Background: an optimization exercise with open tools, aiming at small area and few clock cycles. Do not read the settings as production practice. The RTL was checked by simulation tests, not by an equivalence proof against the original design. Power figures rest on the tool's default switching activity, not on a simulated workload.

## build 24
## Apply
module Apply (
		input wire [29:0] f,
		input wire [29:0] g,
		input wire [(2-1):0]  typeIn,
		input wire valid,
		input wire negate,
		input [2:0] index,
		output wire applyBusy,
		output wire simpleCaseHit,
		output wire [29:0] simpleCaseResult,
		output wire [29:0] fn,
		output wire [29:0] fnv,
		output wire [29:0] gn,
		output wire [29:0] gnv,
		output wire quantifyOut,
		output wire [29:0] outF,
		output wire [29:0] outG,
		output wire [(2-1):0] outType,
		output wire [10-1:0] topOut,
		output wire validOut,
		output wire negateOut,
		input wire applyBusyIn,
		output wire [2:0] outIndex,
		input wire insertValueIntoSimpleCache,
		input wire [18-1:0] simpleCacheIndex,
		input wire [2-1:0] simpleCacheValue,
		input wire [15:0] avs_config_address,
		input wire avs_config_write,
		input wire [31:0] avs_config_writedata,
		input wire avs_config_read,
		output wire [31:0] avs_config_readdata,
		output wire avs_config_readdatavalid,
		output wire avs_config_waitrequest,
		output reg [127:0] aso_var_request_data,
		input wire aso_var_request_ready,
		output reg aso_var_request_valid,
		output reg [127:0] aso_node_request_data,
		input wire aso_node_request_ready,
		output reg aso_node_request_valid,
		output reg [127:0] aso_cache_request_data,
		input wire aso_cache_request_ready,
		output reg aso_cache_request_valid,
		input wire [95:0] asi_result_data,
		input wire [1:0] asi_result_channel,
		output wire asi_result_ready,
		input wire asi_result_valid,
		input wire [15:0] asi_var_data,
		output wire asi_var_ready,
		input wire asi_var_valid,
		input wire clk,
		input wire reset
	);
Size: about 7600 cells after synthesis, roughly 2000 flip-flops, roughly 910 I/O pins, about 95000 um^2 of cells after synthesis.
Settings: LEC_CHECK=0, CAP_MARGIN=20, CORE_MARGIN=2, CORE_UTILIZATION=40, CTS_BUF_LIST=sky130_fd_sc_hd__clkbuf_16, CTS_CLUSTER_DIAMETER=100, CTS_CLUSTER_SIZE=24, PLACE_DENSITY=0.8, SLEW_MARGIN=20; clock period 10.0 ns.
run.sh (not shown) runs the stock make flow with config.mk's settings and CLKGATE_MAP_FILE= SYNTH_SCRIPT=/design/flow/synth_recipe.tcl, a recipe that flattens the netlist after the stock synthesis.
Testbench counts of build 24, summed over its fixed seeds: cycles 11,857.
Here is what was changed in the inputs of build 68 compared with build 24.
Settings: PLACE_DENSITY changed from 0.8 to 0.6.
### Flow results
Changes observed in build 68 relative to build 24: multi-input logic area neither gained nor lost much, maximum achievable frequency lost about 1.2%. Compared build 68 vs build 24, and net switching share of the total power is up in build 68. Diff build 24 -> build 68: met3 demand-to-capacity share in global routing went down by 2.8 points; share of cell area taken by multi-input logic gates flat. Clock power (higher): build 68. Build 24 has lower HPWL after detailed placement than build 68.
diff inputs: build 68 => build 75
Settings: CORE_UTILIZATION changed from 40 to 55; PLACE_DENSITY changed from 0.6 to 0.7.
Results
- From build 68 to build 75 the numbers moved as follows: number of iterations in the first detailed-routing pass up 1; critical path depth up 3.4%; proportion of cell area occupied by multi-input gates up 0.50 points; portion of the layout cell area used by clock cells down 0.24 points.
- Sort build 68 and build 75 by initial antenna violation count, descending, and build 68 comes first.
- Comparing build 68 with build 75, the maximum frequency came out essentially unchanged.
- Cell area | build 75 vs build 68 | build 75 smaller

========
Apply, a different RTL version from the one above (not shown whole).
For scale: roughly 910 I/O pins, ~0.10 mm2 of cells after synthesis.
Design Apply, start of the top module:
module Apply (
		input wire [29:0] f,
		input wire [29:0] g,
		input wire [(2-1):0]  typeIn,
		input wire valid,
		input wire negate,
		input [2:0] index,
		output wire applyBusy,
		output wire simpleCaseHit,
		output wire [29:0] simpleCaseResult,
		output wire [29:0] fn,
		output wire [29:0] fnv,
		output wire [29:0] gn,
		output wire [29:0] gnv,
		output wire quantifyOut,
		output wire [29:0] outF,
		output wire [29:0] outG,
		output wire [(2-1):0] outType,
		output wire [10-1:0] topOut,
		output wire validOut,
		output wire negateOut,
		input wire applyBusyIn,
		output wire [2:0] outIndex,
		input wire insertValueIntoSimpleCache,
		input wire [18-1:0] simpleCacheIndex,
		input wire [2-1:0] simpleCacheValue,
		input wire [15:0] avs_config_address,
		input wire avs_config_write,
		input wire [31:0] avs_config_writedata,
		input wire avs_config_read,
		output wire [31:0] avs_config_readdata,
		output wire avs_config_readdatavalid,
		output wire avs_config_waitrequest,
		output reg [127:0] aso_var_request_data,
		input wire aso_var_request_ready,
		output reg aso_var_request_valid,
		output reg [127:0] aso_node_request_data,
		input wire aso_node_request_ready,
		output reg aso_node_request_valid,
		output reg [127:0] aso_cache_request_data,
		input wire aso_cache_request_ready,
		output reg aso_cache_request_valid,
		input wire [95:0] asi_result_data,
		input wire [1:0] asi_result_channel,
		output wire asi_result_ready,
		input wire asi_result_valid,
		input wire [15:0] asi_var_data,
		output wire asi_var_ready,
		input wire asi_var_valid,
		input wire clk,
  ...
Settings: LEC_CHECK=0, CAP_MARGIN=20, CORE_MARGIN=2, CORE_UTILIZATION=40, CTS_BUF_LIST=sky130_fd_sc_hd__clkbuf_8 sky130_fd_sc_hd__clkbuf_16, CTS_CLUSTER_DIAMETER=80, CTS_CLUSTER_SIZE=20, PLACE_DENSITY=0.6, SLEW_MARGIN=20; clock period 10.0 ns.
The starting point completed without violations.
Testbench counts at the start, summed over its fixed seeds: cycles 11,769.
Next try:
CTS_BUF_LIST = sky130_fd_sc_hd__clkbuf_16   (was sky130_fd_sc_hd__clkbuf_8 sky130_fd_sc_hd__clkbuf_16)
CTS_CLUSTER_DIAMETER = 100   (was 80)
CTS_CLUSTER_SIZE = 24   (was 20)
Effect:
- sequential power stays flat
- register-to-register slack is better by 0.04 ns
- maximum frequency stays flat
- setup slack is worse by 0.017 ns

what the ideal ports hide:
No port has a modelled driver above. Below, the same layouts with a new extraction and two added sets of constraints.
Step 1: set_driving_cell puts a clkbuf_16 on clk and a buf_2 on each other input, an assumption about the parent block.
Step 2, shift: input delay + t, output delay - t, t = (earliest + latest rising clock arrival at the registers) / 2. This alone moves slack from input paths to output paths.
a / b / c = no drivers / after step 1 / after step 2; a / b = the first two.
run	t (ns)	setup WS [ns]	hold slack, ns
build 24	0.894	0.787 / 0.859 / -0.035	0.459 / 0.459 / 0.459
build 68	0.900	0.672 / 0.743 / -0.158	0.457 / 0.457 / 0.457
build 75	0.847	0.664 / 0.728 / -0.120	0.459 / 0.459 / 0.459
the first run of note 2	0.962	1.438 / 1.321 / 1.274	0.447 / 0.447 / 0.447
the second run of note 2	0.939	1.421 / 1.299 / 1.293	0.446 / 0.446 / 0.446
With both steps, setup timing fails in build 24, build 68 and build 75, where it was met with ideal ports. The setup slack of build 68, which loses most, moves by +0.071 ns with the drivers and by -0.830 ns with both steps.
